What follows belongs to an exercise in optimizing a design on an open flow for small area; a production flow would make more cautious choices. Where RTL was checked, it was by simulation tests only, not by an equivalence proof against the original. No functional check of the RTL was part of runs 2 and 3. Power and IR drop assume default switching activity.

--- flow/flow/run.sh ---
#!/bin/bash
# Standard ORFS layout (standard.sh, unchanged synthesis) with two changes:
# port buffers use the smallest buffer cell, and clock tree synthesis uses
# small clock buffers without dummy loads.
set -euo pipefail
cd "$(dirname "$0")/.."
source flow/settings.sh
bash standard.sh > flow_make.log 2>&1
--- flow/flow/settings.sh ---
export BUFFER_PORTS_ARGS="-buffer_cell sky130_fd_sc_hd__buf_1"
export CTS_ARGS="-sink_clustering_enable -repair_clock_nets -dont_use_dummy_load -sink_clustering_size 20 -sink_clustering_max_diameter 50 -buf_list sky130_fd_sc_hd__clkbuf_8"
--- flow/standard.sh ---
#!/bin/bash
# synth_recipe.tcl (not shown) runs the flow's synth.tcl, then flattens the netlist and writes it again
# the make line also repeats each setting of config.mk as NAME=value (left out here)
make -C /OpenROAD-flow-scripts/flow DESIGN_CONFIG=/design/flow/config.mk WORK_HOME=/design/flow/orfs CLKGATE_MAP_FILE= SYNTH_SCRIPT=/design/flow/synth_recipe.tcl "${@:-finish}"
--- flow/config.mk ---
export PLATFORM = sky130hd
export DESIGN_NAME = MULTI_FIFOS
export DESIGN_NICKNAME = MULTI_FIFOS
export VERILOG_FILES = /design/flow/design.v
export SDC_FILE = /design/flow/constraint.sdc
export NUM_CORES = 4
export LEC_CHECK = 0
export CAP_MARGIN = 20
export CORE_MARGIN = 2
export CORE_UTILIZATION = 60
export SLEW_MARGIN = 20
export SYNTH_HIERARCHICAL = 1
export SYNTH_MINIMUM_KEEP_SIZE = 0
--- flow/constraint.sdc ---
create_clock -name core_clock -period 5.0 [get_ports {CLK}]
set_input_delay 1.0000 -clock core_clock [delete_from_list [all_inputs] [get_ports {CLK}]]
set_output_delay 1.0000 -clock core_clock [all_outputs]
set_load 0.01 [all_outputs]
--- flow/design.v ---
module FIFO #(
    parameter DATA_WIDTH = 8,
    parameter FIFO_DEPTH = 16
)(
    input  wire CLK,
    input  wire RST_N,
    input  wire WR_EN,
    input  wire RD_EN,
    input  wire [DATA_WIDTH-1:0] DIN,
    output reg  [DATA_WIDTH-1:0] DOUT,
    output wire FULL,
    output wire EMPTY
);
    reg [DATA_WIDTH-1:0] mem [0:15];
    reg [4:0] sn;
    wire [4:0] s = ~sn;             
    assign EMPTY = s[4];
    assign FULL  = (s == 5'd15);
    wire wr_ok = WR_EN & ~RD_EN & ~FULL;
    wire rd_ok = RD_EN & ~WR_EN & ~EMPTY;
    integer k;
    always @(posedge CLK) begin
        if (wr_ok) begin
            mem[0] <= DIN;
            for (k = 1; k < 16; k = k + 1)
                mem[k] <= mem[k-1];
        end
    end
    always @(posedge CLK or negedge RST_N) begin
        if (!RST_N)
            sn <= 5'd0;
        else if (wr_ok)
            sn <= sn - 1'b1;
        else if (rd_ok)
            sn <= sn + 1'b1;
    end
    wire [15:0] oh;
    genvar g;
    generate
        for (g = 0; g < 16; g = g + 1) begin : dec
            assign oh[g] = rd_ok & (s[3:0] == g);
        end
    endgenerate
    wire hold = ~rd_ok & ~EMPTY;
    wire [DATA_WIDTH-1:0] dnext;
    generate
        for (g = 0; g < DATA_WIDTH; g = g + 1) begin : bit_
            wire [4:0] t;
            AO222 a0 (.a(mem[0][g]),  .sa(oh[0]),  .b(mem[1][g]),  .sb(oh[1]),  .c(mem[2][g]),  .sc(oh[2]),  .yn(t[0]));
            AO222 a1 (.a(mem[3][g]),  .sa(oh[3]),  .b(mem[4][g]),  .sb(oh[4]),  .c(mem[5][g]),  .sc(oh[5]),  .yn(t[1]));
            AO222 a2 (.a(mem[6][g]),  .sa(oh[6]),  .b(mem[7][g]),  .sb(oh[7]),  .c(mem[8][g]),  .sc(oh[8]),  .yn(t[2]));
            AO222 a3 (.a(mem[9][g]),  .sa(oh[9]),  .b(mem[10][g]), .sb(oh[10]), .c(mem[11][g]), .sc(oh[11]), .yn(t[3]));
            AO222 a4 (.a(mem[12][g]), .sa(oh[12]), .b(mem[13][g]), .sb(oh[13]), .c(mem[14][g]), .sc(oh[14]), .yn(t[4]));
            SELTAIL tl (.tn(t), .a(mem[15][g]), .sa(oh[15]), .b(DOUT[g]), .sb(hold), .y(dnext[g]));
        end
    endgenerate
    always @(posedge CLK or negedge RST_N) begin
        if (!RST_N)
            DOUT <= 0;
        else
            DOUT <= dnext;
    end
endmodule
module AO222 (
    input  wire a, sa, b, sb, c, sc,
    output wire yn
);
    assign yn = ~((a & sa) | (b & sb) | (c & sc));
endmodule
module SELTAIL (
    input  wire [4:0] tn,
    input  wire a, sa, b, sb,
    output wire y
);
    assign y = ~&tn | (a & sa) | (b & sb);
endmodule
module MULTI_FIFOS #(
    parameter DATA_WIDTH = 8,                        
    parameter FIFO_DEPTH = 16,                       
    parameter NUM_FIFOS = 4                          
)(
    input  wire CLK,
    input  wire RST_N,
    input  wire [NUM_FIFOS-1:0] WR_EN,                
    input  wire [NUM_FIFOS-1:0] RD_EN,                
    input  wire [NUM_FIFOS*DATA_WIDTH-1:0] DIN,       
    output wire [NUM_FIFOS*DATA_WIDTH-1:0] DOUT,     
    output wire [NUM_FIFOS-1:0] FULL,                
    output wire [NUM_FIFOS-1:0] EMPTY                
);
    genvar i;
    generate
        for (i=0; i<NUM_FIFOS; i=i+1) begin : fifo_instances
            FIFO #(
                .DATA_WIDTH(DATA_WIDTH),
                .FIFO_DEPTH(FIFO_DEPTH)
            ) fifo_inst (
                .CLK(CLK),
                .RST_N(RST_N),
                .WR_EN(WR_EN[i]),
                .RD_EN(RD_EN[i]),
                .DIN(DIN[(i + 1) * DATA_WIDTH - 1:i * DATA_WIDTH]),
                .DOUT(DOUT[(i + 1) * DATA_WIDTH - 1:i * DATA_WIDTH]),
                .FULL(FULL[i]),
                .EMPTY(EMPTY[i])
            );
        end
    endgenerate
endmodule
==> flow_summary.json, run 1 <==
{
  "cpPeakStageDelay_ns": 0.86,
  "power_switching_mw": 2.45,
  "dp_cells": 1667,
  "clockBufferDepth": 3,
  "fmax_mhz": 333,
  "fin_crit_sh_pct": 60.1,
  "first_pass_iters": 8,
  "yosys.area_share.simple_pct": 6.15,
  "grt_pass1_wl_microns": 59500,
  "boundaryPins": 82,
  "cp_top_family": "buffers and inverters",
  "yosys-mux-area-fraction_pct": 0.191,
  "skew_ns": 0.0694,
  "grt_most_used_layer": "met1",
  "cap_violations": 0,
  "tns_ns": 0,
  "leakage_nw": 7.59,
  "grt_pass1_vias": 10600,
  "clkTransAtPathRegs_ns": 0.11,
  "yosys_warnings": 9,
  "die_y_microns": 191,
  "synth-adder-area-share_pct": 1.10,
  "pre_cts_ws_ns": 1.41,
  "die_w_microns": 191,
  "grt_overflow": 0,
  "met3_usage_pct": 3.57,
  "start_util_pct": 60.7,
  "ys_types": 32,
  "cts_tree": "yes",
  "vdd_drop_max_mv": 0.258,
  "crit_chain": "buf_1 > a21oi_2 > nand2_2 > clkinvlp_4 > buf_4 > buf_4",
  "cts_buffers": 44,
  "synth_ff_type": "edfxtp_1",
  "areaGrowthSynthToFinish_pct": 6.64,
  "cts_root_buf": "clkbuf_8",
  "relSlewSlack_pct": 27.1,
  "period_needed_ns": 3.00,
  "ys_ff_latch": 564,
  "power_frac_comb_pct": 13.4,
  "syn_area_sq_um": 20900,
  "drv_slew": 0,
  "hold_buffers": 0,
  "synth-edff-count": 512,
  "post_cts_resized": 0,
  "clkSinkCount": 564,
  "drcViolationCount": 0,
  "first_iter_violations": 1609,
  "worstSkewPairLatency_ns": 0.60,
  "pwr-share-clk_pct": 22.6,
  "wl_per_cell_microns": 22.3,
  "max_slew.worst_pin.slew_ns": 1.09,
  "crit_fanout": 81,
  "synth_top_family_by_area": "compound AO/OA/AOI/OAI gates",
  "core_region_area_sq_um": 34500,
  "h-tree-depth": 2,
  "routed_wl_microns": 38200,
  "yosysTopAreaCell": "edfxtp_1",
  "rsz0062_at_grt": "false",
  "antenna_found_initial": 0,
  "yosysSeqAreaShare_pct": 79.7,
  "vias": 11200,
  "hpwlAfterDp_microns": 24800,
  "p_int_mw": 6.84,
  "n_fill_cell": 2417,
  "nets": 1316,
  "avgSynthCellArea_sq_um": 18.4,
  "synth_nets": 1198,
  "hold_violations": 0,
  "synthXorXnorAreaFrac_pct": 0.502,
  "crit_top_cell": "buf_4",
  "outcome": "complete, no violations",
  "fp-row-count": 68,
  "port_buffers": 81,
  "grt_use_met1_pct": 32.6,
  "worst_slack_ns": 2.00,
  "ant_nets": 0,
  "slowest_stage": "buf_4",
  "hp-class": "flop to flop",
  "syn_inst": 1140,
  "yosysTopAreaCellShare_pct": 73.5,
  "sequentialPowerShare_pct": 64.1,
  "switching_share_pct": 26.4,
  "via_per_inst": 6.55,
  "synth-compound-area-share_pct": 11.0,
  "met2_usage_pct": 31.4,
  "synth_async_sr_flop_share_pct": 9.22,
  "layout.cells.non_filler": 1711,
  "synthTopCellsByArea": "edfxtp_1 (73%), a222oi_1 (7.7%), dfrtp_1 (6.2%), a22o_1 (1.3%), nand2_1 (1.1%)",
  "end_kind": "flop",
  "required_ns": 5.17,
  "crit_arrival_ns": 3.18,
  "postCtsSetupRepairBufs": 0,
  "path_class": "primary input to flop",
  "cp-start-kind": "primary input",
  "grt_usage_pct": 21.0,
  "dpl_cell_area_sq_um": 21700,
  "cp.buffers_inverters": 4,
  "grt_max_degree": 129,
  "die_area_sq_um": 36400,
  "power_density_nw_per_um2": 417,
  "diodes": 0,
  "drive_gt1_share_pct": 6.69,
  "gp_congestion": 0.810,
  "fin_area_sq_um": 22300,
  "setup_viol": 0
}
[Yosys stat by module, one instance, submodules excluded, excerpt]
module | flops+latches | cell area (sq um)
SELTAIL | 0 | 23.8
AO222 | 0 | 10.0
[worst paths after layout]
path,slack (ns),cells past startpoint,endpoint,startpoint
worst min-delay path,0.42,0,fifo_instances[0].fifo_inst.mem[11][4],fifo_instances[0].fifo_inst.mem[10][4]
worst max register to register,2.03,6,fifo_instances[0].fifo_inst.mem[6][0],fifo_instances[0].fifo_inst.sn[3]
max in group asynchronous,3.63,2,fifo_instances[2].fifo_inst.sn[3],RST_N
worst max-delay path,2.00,6,fifo_instances[0].fifo_inst.mem[6][0],RD_EN[0]
worst min register to register,0.42,0,fifo_instances[0].fifo_inst.mem[11][4],fifo_instances[0].fifo_inst.mem[10][4]
min in group asynchronous,0.43,1,fifo_instances[0].fifo_inst.sn[0],RST_N
[cells by family (layout without fill, tap and decap cells)]
logic type	Yosys count	after routing
DFF	564	564
buffers and inverters	44	160
and+or+nand+nor	244	244
muxes	4	4
adders and majority gates	16	16
AOI/OAI and AO/OA	256	256
xor gates and xnor gates	12	12
[sequential cells by signal (all words and copies together) (netlist names)]
| signal | count |
|---|---|
| fifo_instances.fifo_inst.mem | 512 |
| fifo_instances.fifo_inst.DOUT | 32 |
| fifo_instances.fifo_inst.sn | 20 |
[power by group through the flow]
stage / clock, mW / sequential (mW) / combinational, mW
final: 2.10 / 5.96 / 1.24
after global routing: 2.33 / 6.01 / 1.40
after CTS: 2.19 / 5.95 / 1.24
after detailed placement: 0 / 6.06 / 1.24
after global placement: 0 / 6.05 / 1.21
after floorplan: 0 / 5.91 / 1.05
[cell usage after synthesis, drive strengths merged (8+ instances only)]
master / number
xnor2: 12
nor2: 56
buf: 16
a21oi: 28
nor4: 8
a221oi: 8
or3: 32
o21ai: 8
a22o: 32
nand3: 40
inv: 24
nand2b: 8
edfxtp: 512
dfrtp: 52
ha: 12
a22oi: 8
a222oi: 160
nor3: 20
nand2: 68
[area by class of cell]
| class | instances | area, sq um | area share (%) |
|---|---|---|---|
| clock buffers | 44 | 606 | 2.71 |
| inverters | 24 | 105 | 0.471 |
| multi-input cells | 532 | 3950 | 17.7 |
| flip-flops and latches | 564 | 16700 | 74.7 |
| well taps | 455 | 569 | 2.55 |
| repair buffers | 92 | 404 | 1.81 |
[layout by cell type, fill, tap and decap left out, types with 9 or more instances in the layout]
cell type,instances
a21oi_1,24
a222oi_1,160
a22o_1,32
buf_1,80
buf_4,9
clkbuf_8,44
dfrtp_1,52
edfxtp_1,512
ha_1,12
inv_1,20
nand2_1,64
nand3_1,40
nor2_1,56
nor3_1,20
or3_1,32
xnor2_1,12
[per-layer routing]
layer,vias up,wire (microns)
met5,-,0
met4,0,795
met3,64,2930
met2,440,17400
met1,5630,17100
li1,5074,-
[stage by stage]
step	util [%]	hold WS, ns	power, mW
6_report	64.8	0.419	9.30
3_3_place_gp	63.0	0.427	7.26
3_5_place_dp	63.0	0.432	7.30
2_1_floorplan	-	0.426	6.96
4_1_cts	64.7	0.419	9.38
5_1_grt	64.8	0.428	9.74
==> run 2, diff against run 1 <==
--- a/flow/design.v
+++ b/flow/design.v
@@ -26,13 +26,22 @@
                 mem[k] <= mem[k-1];
         end
     end
+    wire [4:0] lo1, lo0;
+    assign lo1[0] = 1'b1;
+    assign lo0[0] = 1'b1;
+    genvar i;
+    generate
+        for (i = 1; i < 5; i = i + 1) begin : pfx
+            assign lo1[i] = lo1[i-1] & sn[i-1];
+            assign lo0[i] = lo0[i-1] & ~sn[i-1];
+        end
+    endgenerate
+    wire [4:0] tgl = ({5{rd_ok}} & lo1) | ({5{wr_ok}} & lo0);
     always @(posedge CLK or negedge RST_N) begin
         if (!RST_N)
             sn <= 5'd0;
-        else if (wr_ok)
-            sn <= sn - 1'b1;
-        else if (rd_ok)
-            sn <= sn + 1'b1;
+        else
+            sn <= sn ^ tgl;
     end
     wire [15:0] oh;
     genvar g;
==> flow/flow/settings.sh (replaced) <==
export BUFFER_PORTS_ARGS="-buffer_cell sky130_fd_sc_hd__buf_1"
export CTS_ARGS="-sink_clustering_enable -repair_clock_nets -dont_use_dummy_load -sink_clustering_size 12 -sink_clustering_max_diameter 40 -buf_list sky130_fd_sc_hd__clkbuf_4"
==> flow_summary.json, run 2 <==
{
  "outcome": "complete, no violations",
  "power.total_mw": 9.29,
  "worst_slack_ns": 1.69,
  "fp-row-count": 67,
  "hold_violations": 0,
  "start_util_pct": 61.0,
  "ant_nets": 0,
  "path_class": "flop to primary output",
  "grt_use_met1_pct": 33.8,
  "worstSkewPairLatency_ns": 0.75,
  "layout_commonest_cell": "edfxtp_1",
  "grt_usage_pct": 22.7,
  "power_density_nw_per_um2": 424,
  "met3_usage_pct": 5.53,
  "relSlewSlack_pct": 28.3,
  "h-tree-depth": 3,
  "antenna_found_initial": 1,
  "leakage_nw": 7.34,
  "crit_arrival_ns": 2.31,
  "postCtsSetupRepairBufs": 0,
  "syn_area_sq_um": 20500,
  "synth.most_common_cell": "edfxtp_1",
  "largestRegisters": "fifo_instances.fifo_inst.mem: 512 flops, fifo_instances.fifo_inst.DOUT: 32 flops, fifo_instances.fifo_inst.sn: 20 flops",
  "ys_types": 33,
  "via_per_inst": 6.68,
  "syn_inst": 1100,
  "grt_most_used_layer": "met2",
  "die_y_microns": 189,
  "core_region_area_sq_um": 33500,
  "r2r_end": "fifo_instances[0].fifo_inst.mem[8][6]",
  "cts_root_buf": "clkbuf_4",
  "clkSinkCount": 564,
  "cpPeakStageDelay_ns": 0.48,
  "largest_reg_flops": 512,
  "skew_ns": 0.0787,
  "synth-edff-count": 512,
  "crit_start": "fifo_instances[0].fifo_inst.sn[2]",
  "cp_top_family": "simple AND/OR/NAND/NOR gates",
  "period_needed_ns": 3.31,
  "max_slew.worst_pin.slew_ns": 1.07,
  "first_iter_violations": 1571,
  "cts_tree": "yes",
  "port_buffers": 81,
  "yosysTopAreaCell": "edfxtp_1",
  "final_cell_mix": "edfxtp_1 (512), a222oi_1 (160), buf_1 (80)",
  "hold_buffers": 0,
  "synth_ff_type": "edfxtp_1",
  "synth_common_cells": "edfxtp_1 (512), a222oi_1 (160), nor2_1 (60)",
  "gp_congestion": 0.813,
  "vias": 11300,
  "drv_slew": 0,
  "r2r_slack_ns": 2.38,
  "grt_pass1_vias": 10800,
  "yosysTopAreaCellShare_pct": 75.1,
  "drcViolationCount": 0,
  "cp-start-kind": "flop",
  "endpoint": "FULL[0]",
  "cts_buffers": 68,
  "grt_pass1_wl_microns": 61600,
  "required_ns": 4.00,
  "clkTransAtPathRegs_ns": 0.12,
  "areaGrowthSynthToFinish_pct": 6.98,
  "yosys_warnings": 9,
  "top_register": "fifo_instances.fifo_inst.mem",
  "setup_viol": 0,
  "ys_ff_latch": 564,
  "end_kind": "primary output",
  "rr_worst_depth": 4,
  "pre_cts_ws_ns": 1.87,
  "synth_nets": 1142,
  "fin_crit_sh_pct": 66.2,
  "synthTopCellsByArea": "edfxtp_1 (75%), a222oi_1 (7.8%), dfrtp_1 (6.4%), a22o_1 (1.4%), or3_1 (1.2%)",
  "met2_usage_pct": 33.9,
  "drive_gt1_share_pct": 9.67,
  "hpwlAfterDp_microns": 24500,
  "nets": 1285,
  "final_util_pct": 65.3,
  "avgSynthCellArea_sq_um": 18.6,
  "r2r-start": "fifo_instances[0].fifo_inst.sn[0]",
  "wl_per_cell_microns": 23.9,
  "cp.buffers_inverters": 1,
  "cap_violations": 0,
  "slowest_stage": "dfrtp_1",
  "post_cts_resized": 0,
  "die_w_microns": 189,
  "hp-class": "primary input to asynchronous set/reset pin",
  "grt_overflow": 0,
  "n_fill_cell": 2368,
  "crit_fanout": 10,
  "clockBufferDepth": 3,
  "crit_chain": "or2_2 > nor3_1 > buf_1",
  "crit_cells": 3,
  "synth_async_sr_flop_share_pct": 9.22,
  "first_pass_iters": 8,
  "fmax_mhz": 302,
  "yosysSeqAreaShare_pct": 81.5,
  "vdd_drop_max_mv": 0.255,
  "rsz0062_at_grt": "false",
  "tns_ns": 0,
  "grt_max_degree": 85,
  "routed_wl_microns": 40400,
  "die_area_sq_um": 35600,
  "boundaryPins": 82
}
[run 2: power breakdown]
group,internal (mW),switching [mW],leakage [nW]
Combinational,0.489,0.773,1.61
Clock,0.629,1.35,0.313
Sequential,5.67,0.381,5.42
[run 2: layout make-up]
cell class	instances	area [sq um]	share of cell area, %
flip-flops and latches	564	16700	76.2
clock buffers	68	510	2.33
well taps	448	561	2.56
inverters	16	70.1	0.320
multi-input cells	500	3660	16.7
repair buffers	93	408	1.86
diodes	1	2.50	0.0114
[run 2: kinds of logic (layout without fill, tap and decap cells)]
group,count (synthesis),after routing,synth area share [%]
DFF,564,564,81.5
buffers and inverters,36,177,0.685
AOI/OAI and AO/OA,256,256,11.7
and+or+nand+nor,244,244,6.16
other,0,1,0
[run 2: how the worst min path moves through the flow]
stage / endpoint / slack (ns) / cells past startpoint
after floorplan: fifo_instances[0].fifo_inst.mem[10][0] / 0.43 / 0
after global placement: fifo_instances[3].fifo_inst.mem[5][3] / 0.43 / 0
after detailed placement: fifo_instances[2].fifo_inst.mem[1][4] / 0.43 / 0
after CTS: fifo_instances[0].fifo_inst.DOUT[7] / 0.16 / 1
after global routing: fifo_instances[0].fifo_inst.DOUT[7] / 0.17 / 1
final: fifo_instances[0].fifo_inst.DOUT[5] / 0.21 / 1
[run 2: through the flow]
stage,cells,hold slack [ns],area (sq um)
after detailed placement,1621,0.434,21400
after floorplan,1100,0.426,20500
after global placement,1621,0.430,21400
final,1690,0.213,21900
after CTS,1689,0.164,21900
after global routing,1690,0.169,21900
[run 2: worst reg2reg max path, cell delays in order, from the launching register on]
cell     delay, ns
dfrtp_1       0.61
nor3_1        0.13
a31o_2        0.30
inv_4         0.74
buf_4         0.47
[run 2: modules after synthesis (local to each module, per instance), a selection]
module | flops+latches | cells inside | area (sq um) | times used
AO222 | 0 | 1 | 10.0 | 160
SELTAIL | 0 | 4 | 23.8 | 32
[run 2: per-layer routing]
layer,part of all wire [%],wire length (microns)
met1,44,17800
met2,46,18600
met3,8.2,3300
met4,1.6,665
met5,0,0
==> run 3, diff against run 2 <==
--- a/flow/design.v
+++ b/flow/design.v
@@ -81,7 +81,15 @@
     input  wire a, sa, b, sb,
     output wire y
 );
-    assign y = ~&tn | (a & sa) | (b & sb);
+    wire q;
+    NAND3 u_q (.a(tn[0]), .b(tn[1]), .c(tn[2]), .y(q));
+    TAIL2 u_y (.q(q), .t3(tn[3]), .t4(tn[4]), .a(a), .sa(sa), .b(b), .sb(sb), .y(y));
+endmodule
+module NAND3 (input wire a, b, c, output wire y);
+    assign y = ~(a & b & c);
+endmodule
+module TAIL2 (input wire q, t3, t4, a, sa, b, sb, output wire y);
+    assign y = q | ~t3 | ~t4 | (a & sa) | (b & sb);
 endmodule
 module MULTI_FIFOS #(
     parameter DATA_WIDTH = 8,                        
==> flow/flow/settings.sh (replaced) <==
export BUFFER_PORTS_ARGS="-buffer_cell sky130_fd_sc_hd__buf_1"
export CTS_ARGS="-sink_clustering_enable -repair_clock_nets -dont_use_dummy_load -sink_clustering_size 10 -sink_clustering_max_diameter 40 -buf_list sky130_fd_sc_hd__clkbuf_4"
==> flow_summary.json, run 3 <==
{
  "outcome": "complete, no violations",
  "end_kind": "primary output",
  "synthXorXnorAreaFrac_pct": 0,
  "cp.buffers_inverters": 1,
  "start_util_pct": 60.8,
  "synth-edff-count": 512,
  "synth-compound-area-share_pct": 11.5,
  "clkSinkCount": 564,
  "synth_common_cells": "edfxtp_1 (512), a222oi_1 (160), nor2_1 (60)",
  "first_pass_iters": 10,
  "rsz0062_at_grt": "false",
  "r2r_end": "fifo_instances[1].fifo_inst.mem[7][3]",
  "h-tree-depth": 3,
  "leakage_nw": 7.04,
  "die_area_sq_um": 35500,
  "relSlewSlack_pct": 35.5,
  "rr_worst_depth": 4,
  "crit_chain": "or2_2 > nor3_1 > buf_1",
  "required_ns": 4.00,
  "yosysTopAreaCell": "edfxtp_1",
  "yosysTopAreaCellShare_pct": 75.4,
  "postCtsSetupRepairBufs": 0,
  "crit_fanout": 10,
  "final_cell_mix": "edfxtp_1 (512), a222oi_1 (160), buf_1 (80)",
  "core_region_area_sq_um": 33500,
  "cap_violations": 0,
  "antenna_found_initial": 1,
  "wl_per_cell_microns": 23.3,
  "skew_ns": 0.0460,
  "cts_root_buf": "clkbuf_4",
  "hpwlAfterDp_microns": 24600,
  "path_class": "flop to primary output",
  "layout_commonest_cell": "edfxtp_1",
  "nets": 1259,
  "hp-class": "primary input to asynchronous set/reset pin",
  "pre_cts_ws_ns": 1.88,
  "hold_violations": 0,
  "hold_buffers": 0,
  "yosys.area_share.simple_pct": 5.99,
  "slowest_stage": "dfrtp_1",
  "grt_overflow": 0,
  "port_buffers": 81,
  "max_slew.worst_pin.slew_ns": 0.959,
  "cts_tree": "yes",
  "drv_slew": 0,
  "via_per_inst": 6.76,
  "top_register": "fifo_instances.fifo_inst.mem",
  "r2r_slack_ns": 2.46,
  "boundaryPins": 82,
  "r2r-start": "fifo_instances[1].fifo_inst.sn[0]",
  "largestRegisters": "fifo_instances.fifo_inst.mem: 512 flops, fifo_instances.fifo_inst.DOUT: 32 flops, fifo_instances.fifo_inst.sn: 20 flops",
  "synth_async_sr_flop_share_pct": 9.22,
  "power_density_nw_per_um2": 427,
  "grt_usage_pct": 21.8,
  "vdd_drop_max_mv": 0.255,
  "yosysSeqAreaShare_pct": 81.8,
  "syn_inst": 1068,
  "power.total_mw": 9.35,
  "fmax_mhz": 324,
  "crit_arrival_ns": 2.09,
  "grt_pass1_wl_microns": 60700,
  "final_util_pct": 65.2,
  "drive_gt1_share_pct": 10.5,
  "synth_ff_type": "edfxtp_1",
  "synth.most_common_cell": "edfxtp_1",
  "setup_viol": 0,
  "ys_ff_latch": 564,
  "cpPeakStageDelay_ns": 0.48,
  "cp-start-kind": "flop",
  "areaGrowthSynthToFinish_pct": 7.30,
  "synth_top_family_by_area": "compound AO/OA/AOI/OAI gates",
  "die_y_microns": 188,
  "ant_nets": 0,
  "worst_slack_ns": 1.91,
  "fin_crit_sh_pct": 61.8,
  "fp-row-count": 67,
  "synth_nets": 1110,
  "drcViolationCount": 0,
  "cp_top_family": "simple AND/OR/NAND/NOR gates",
  "synthTopCellsByArea": "edfxtp_1 (75%), a222oi_1 (7.9%), dfrtp_1 (6.4%), nand4b_1 (1.5%), a22oi_1 (1.3%)",
  "die_w_microns": 188,
  "n_fill_cell": 2361,
  "syn_area_sq_um": 20400,
  "yosys_warnings": 9,
  "post_cts_resized": 0,
  "yosys-mux-area-fraction_pct": 0,
  "synth-adder-area-share_pct": 0,
  "largest_reg_flops": 512,
  "clockBufferDepth": 3,
  "gp_congestion": 0.810,
  "clkTransAtPathRegs_ns": 0.11,
  "grt_pass1_vias": 10700,
  "period_needed_ns": 3.09,
  "cts_buffers": 75,
  "routed_wl_microns": 38700,
  "ys_types": 32,
  "vias": 11300,
  "grt_max_degree": 129,
  "tns_ns": 0,
  "avgSynthCellArea_sq_um": 19.1,
  "worstSkewPairLatency_ns": 0.72,
  "first_iter_violations": 1754
}
-- run 3: stage by stage --
stage	cells	cell area, sq um	hold slack, ns
6_report	1664	21900	0.336
5_1_grt	1664	21900	0.302
4_1_cts	1663	21900	0.276
3_5_place_dp	1588	21300	0.432
3_3_place_gp	1587	21300	0.428
2_1_floorplan	1068	20400	0.426
-- run 3: kinds of logic after synthesis --
group           after synthesis
flops                       564
buf+inv                      36
simple gates                212
compound gates              256
-- run 3: metal layers --
layer	share of wire [%]	global-route usage, %	vias up
li1	-	-	5014
met1	45	33.7	5678
met2	46	31.6	510
met3	7.5	4.88	49
met4	1.4	6.79	0
met5	0	0	-
-- run 3: area by class of cell --
cell class / count / area (sq um) / share of cell area (%)
flip-flops and latches: 564 / 16700 / 76.2
multi-input cells: 468 / 3590 / 16.4
clock buffers: 75 / 563 / 2.57
well taps: 448 / 561 / 2.56
repair buffers: 92 / 410 / 1.88
inverters: 16 / 70.1 / 0.320
diodes: 1 / 2.50 / 0.0114
-- run 3: report_power, final --
part | internal [mW] | switching, mW
Combinational | 0.459 | 0.767
Sequential | 5.67 | 0.391
Clock | 0.693 | 1.36
-- run 3: worst max-delay path by stage --
stage | startpoint | end | slack [ns] | cells past startpoint
floorplan | RD_EN[0] | fifo_instances[0].fifo_inst.mem[0][0] | 0.69 | 3
global placement | WR_EN[2] | fifo_instances[2].fifo_inst.DOUT[2] | 1.93 | 6
detailed placement | WR_EN[3] | fifo_instances[3].fifo_inst.DOUT[0] | 1.88 | 6
CTS | fifo_instances[3].fifo_inst.sn[2] | FULL[3] | 1.77 | 3
global route | fifo_instances[3].fifo_inst.sn[2] | FULL[3] | 1.76 | 3
finish | fifo_instances[3].fifo_inst.sn[2] | FULL[3] | 1.91 | 3
-- run 3: per-module statistics from Yosys, one instance, submodules excluded, a selection --
module | cells | area, sq um | flip-flops and latches
NAND3 | 1 | 5.00 | 0
AO222 | 1 | 10.0 | 0
TAIL2 | 2 | 16.3 | 0
==> run 4, diff against run 3 <==
--- a/flow/design.v
+++ b/flow/design.v
@@ -26,22 +26,13 @@
                 mem[k] <= mem[k-1];
         end
     end
-    wire [4:0] lo1, lo0;
-    assign lo1[0] = 1'b1;
-    assign lo0[0] = 1'b1;
-    genvar i;
-    generate
-        for (i = 1; i < 5; i = i + 1) begin : pfx
-            assign lo1[i] = lo1[i-1] & sn[i-1];
-            assign lo0[i] = lo0[i-1] & ~sn[i-1];
-        end
-    endgenerate
-    wire [4:0] tgl = ({5{rd_ok}} & lo1) | ({5{wr_ok}} & lo0);
     always @(posedge CLK or negedge RST_N) begin
         if (!RST_N)
             sn <= 5'd0;
-        else
-            sn <= sn ^ tgl;
+        else if (wr_ok)
+            sn <= sn - 1'b1;
+        else if (rd_ok)
+            sn <= sn + 1'b1;
     end
     wire [15:0] oh;
     genvar g;
@@ -81,15 +72,7 @@
     input  wire a, sa, b, sb,
     output wire y
 );
-    wire q;
-    NAND3 u_q (.a(tn[0]), .b(tn[1]), .c(tn[2]), .y(q));
-    TAIL2 u_y (.q(q), .t3(tn[3]), .t4(tn[4]), .a(a), .sa(sa), .b(b), .sb(sb), .y(y));
-endmodule
-module NAND3 (input wire a, b, c, output wire y);
-    assign y = ~(a & b & c);
-endmodule
-module TAIL2 (input wire q, t3, t4, a, sa, b, sb, output wire y);
-    assign y = q | ~t3 | ~t4 | (a & sa) | (b & sb);
+    assign y = ~&tn | (a & sa) | (b & sb);
 endmodule
 module MULTI_FIFOS #(
     parameter DATA_WIDTH = 8,                        
==> flow/run.sh (new file) <==
#!/bin/bash
# synth_recipe.tcl (not shown) runs the flow's synth.tcl, then flattens the netlist and writes it again
# the make line also repeats each setting of config.mk as NAME=value (left out here)
make -C /OpenROAD-flow-scripts/flow DESIGN_CONFIG=/design/flow/config.mk WORK_HOME=/design/flow/orfs CLKGATE_MAP_FILE= SYNTH_SCRIPT=/design/flow/synth_recipe.tcl finish
--- a/flow/config.mk
+++ b/flow/config.mk
@@ -7,7 +7,7 @@
 export LEC_CHECK = 0
 export CAP_MARGIN = 20
 export CORE_MARGIN = 2
-export CORE_UTILIZATION = 60
+export CORE_UTILIZATION = 40
 export SLEW_MARGIN = 20
 export SYNTH_HIERARCHICAL = 1
 export SYNTH_MINIMUM_KEEP_SIZE = 0
removed: flow/flow/run.sh
removed: flow/flow/settings.sh
removed: flow/standard.sh
==> flow_summary.json, run 4 <==
{
  "setup_viol": 0,
  "hp-class": "primary input to asynchronous set/reset pin",
  "grt_overflow": 0,
  "postCtsSetupRepairBufs": 0,
  "clkTransAtPathRegs_ns": 0.06,
  "port_buffers": 81,
  "rsz0062_at_grt": "false",
  "endpoint": "FULL[2]",
  "yosys-mux-area-fraction_pct": 0.191,
  "synth-compound-area-share_pct": 11.0,
  "wl_per_cell_microns": 20.5,
  "grt_max_degree": 129,
  "crit_start": "fifo_instances[2].fifo_inst.sn[2]",
  "vdd_drop_max_mv": 0.286,
  "cts_root_buf": "clkbuf_16",
  "path_class": "flop to primary output",
  "dpl_cell_area_sq_um": 22500,
  "syn_inst": 1140,
  "cp-start-kind": "flop",
  "synthXorXnorAreaFrac_pct": 0.502,
  "power_density_nw_per_um2": 476,
  "skew_ns": 0.0180,
  "synth_top_family_by_area": "compound AO/OA/AOI/OAI gates",
  "layout_commonest_cell": "edfxtp_1",
  "synth_ff_type": "edfxtp_1",
  "avgSynthCellArea_sq_um": 18.4,
  "r2r-start": "fifo_instances[1].fifo_inst.sn[2]",
  "yosysSeqAreaShare_pct": 79.7,
  "drive_gt1_share_pct": 8.72,
  "grt_pass1_wl_microns": 64100,
  "h-tree-depth": 2,
  "synth_common_cells": "edfxtp_1 (512), a222oi_1 (160), nand2_1 (64)",
  "die_w_microns": 233,
  "ys_types": 32,
  "relSlewSlack_pct": 30.4,
  "die_y_microns": 233,
  "fin_crit_sh_pct": 64.0,
  "final_cell_mix": "edfxtp_1 (512), a222oi_1 (160), clkdlybuf4s50_1 (80)",
  "cts_tree": "yes",
  "fin_area_sq_um": 24400,
  "post_cts_resized": 0,
  "ys_ff_latch": 564,
  "vias": 11400,
  "syn_area_sq_um": 20900,
  "die_area_sq_um": 54200,
  "synth_nets": 1198,
  "max_slew.worst_pin.slew_ns": 1.04,
  "fmax_mhz": 313,
  "first_pass_iters": 9,
  "rr_worst_depth": 10,
  "clkSinkCount": 564,
  "area.sequential_sq_um": 16700,
  "worstSkewPairLatency_ns": 0.61,
  "r2r_slack_ns": 2.49,
  "clockBufferDepth": 3,
  "first_iter_violations": 1846,
  "gp_congestion": 0.826,
  "drv_slew": 0,
  "drcViolationCount": 0,
  "hold_violations": 0,
  "n_fill_cell": 4384,
  "final_util_pct": 47.3,
  "start_util_pct": 40.6,
  "fp-row-count": 83,
  "boundaryPins": 82,
  "nets": 1329,
  "synthTopCellsByArea": "edfxtp_1 (73%), a222oi_1 (7.7%), dfrtp_1 (6.2%), a22o_1 (1.3%), nand2_1 (1.1%)",
  "multi_input_area_sq_um": 3950,
  "yosysTopAreaCellShare_pct": 73.5,
  "outcome": "complete, no violations",
  "areaGrowthSynthToFinish_pct": 16.5,
  "yosysTopAreaCell": "edfxtp_1",
  "diodes": 0,
  "yosys.area_share.simple_pct": 6.15,
  "end_kind": "primary output",
  "r2r_end": "fifo_instances[1].fifo_inst.sn[4]",
  "ant_nets": 0,
  "synth-edff-count": 512,
  "core_region_area_sq_um": 51500,
  "largest_reg_flops": 512,
  "cts_buffers": 58,
  "grt_usage_pct": 15.1,
  "largestRegisters": "fifo_instances.fifo_inst.mem: 512 flops, fifo_instances.fifo_inst.DOUT: 32 flops, fifo_instances.fifo_inst.sn: 20 flops",
  "yosys_warnings": 9,
  "crit_fanout": 10,
  "via_per_inst": 5.71,
  "hpwlAfterDp_microns": 26200,
  "synth-adder-area-share_pct": 1.10,
  "tns_ns": 0,
  "synth.most_common_cell": "edfxtp_1",
  "top_register": "fifo_instances.fifo_inst.mem",
  "antenna_found_initial": 8,
  "hold_buffers": 0,
  "routed_wl_microns": 40900,
  "period_needed_ns": 3.20,
  "leakage_nw": 8.38,
  "synth_async_sr_flop_share_pct": 9.22,
  "cap_violations": 0,
  "crit_arrival_ns": 2.20,
  "required_ns": 4.00,
  "grt_pass1_vias": 11200
}
-- run 4: changes by cell type after synthesis, moves of 16 or more --
cell	change
a21oi_1	+16
clkbuf_1	-16
or3_1	+24
nand4b_1	-36
a22oi_1	-28
nand2_1	+56
a22o_1	+32
-- run 4: per-module statistics from Yosys, one instance, submodules excluded, a selection --
| module | flip-flops and latches | copies in the design |
|---|---|---|
| SELTAIL | 0 | 32 |
| AO222 | 0 | 160 |
-- run 4: area by class of cell --
class	instances	share of cell area, %
inverters	24	0.431
multi-input cells	532	16.2
well taps	680	3.49
flip-flops and latches	564	68.4
repair buffers	91	3.77
clock buffers	79	6.40
clock inverters	29	1.26
-- run 4: report_power, final --
part	switching (mW)	internal [mW]
Clock	1.78	2.45
Sequential	0.391	5.59
Combinational	0.776	0.621
-- run 4: how the worst min path moves through the flow --
stage / end / slack [ns] / cells past startpoint / startpoint
detailed placement: fifo_instances[0].fifo_inst.mem[1][6] / 0.43 / 0 / fifo_instances[0].fifo_inst.mem[0][6]
global placement: fifo_instances[0].fifo_inst.mem[13][0] / 0.43 / 0 / fifo_instances[0].fifo_inst.mem[12][0]
floorplan: fifo_instances[0].fifo_inst.mem[10][0] / 0.43 / 0 / fifo_instances[0].fifo_inst.mem[9][0]
finish: fifo_instances[3].fifo_inst.DOUT[6] / 0.43 / 1 / RST_N
global route: fifo_instances[3].fifo_inst.DOUT[2] / 0.44 / 1 / RST_N
CTS: fifo_instances[3].fifo_inst.DOUT[5] / 0.41 / 1 / RST_N
-- run 4: stage by stage --
stage          power, mW  instances  worst slack, ns  hold slack [ns]
3_3_place_gp        7.42       1891             1.41            0.427
4_1_cts             11.7       1999             1.77            0.408
6_report            11.6       1999             1.80            0.425
2_1_floorplan       6.96       1140            0.504            0.426
5_1_grt             12.1       1999             1.60            0.436
3_5_place_dp        7.47       1891             1.28            0.431
-- run 4: kinds of logic after synthesis --
logic type	Yosys count
xor gates and xnor gates	12
muxes	4
and+or+nand+nor	244
DFF	564
adders and majority gates	16
buffers and inverters	44
AOI/OAI and AO/OA	256
-- run 4: critical path, cell delays in order (launching register included) --
cell and delay [ns]:
dfrtp_1 0.51, nor4_4 0.32, and2_4 0.22, clkdlybuf4s50_1 0.53
-- run 4: layer usage --
metal	up-vias	routed length, microns	global-route usage (%)
met1	5678	18900	22.7
met4	16	855	5.00
met3	70	3250	3.48
li1	5175	-	-
met2	470	17800	21.5
met5	-	104	0

[static timing again, ports no longer ideal]
No port has a modelled driver above. Below, the same layouts with a new extraction and two added sets of constraints. Step 1 assumes that a clkbuf_16 drives the clock port and a buf_2 every other input. Step 2 times the ports against the registers' clock, not the clock port: input delays grow and output delays shrink by t, the midpoint of the rising clock arrivals with the driver on. a / b / c = ideal / step 1 / step 2; a / b = the first two.
run | t, ns | setup slack, ns | worst register clock-pin slew, ns | worst data-port slew with drivers (ns) | cell pins on the clock port's net
run 1 | 0.623 | 1.997 / 2.025 / 1.406 | 0.11 / 0.11 | 0.04 | 1
run 2 | 0.762 | 1.692 / 1.642 / 1.842 | 0.12 / 0.12 | 0.03 | 1
run 3 | 0.748 | 1.909 / 1.859 / 1.880 | 0.11 / 0.11 | 0.04 | 1
run 4 | 0.663 | 1.802 / 1.743 / 1.246 | 0.06 / 0.06 | 0.08 | 1
After both steps every run listed still meets setup and hold. For run 1, which loses most, drivers alone change the setup slack by +0.028 ns; drivers and shift together by -0.591 ns.
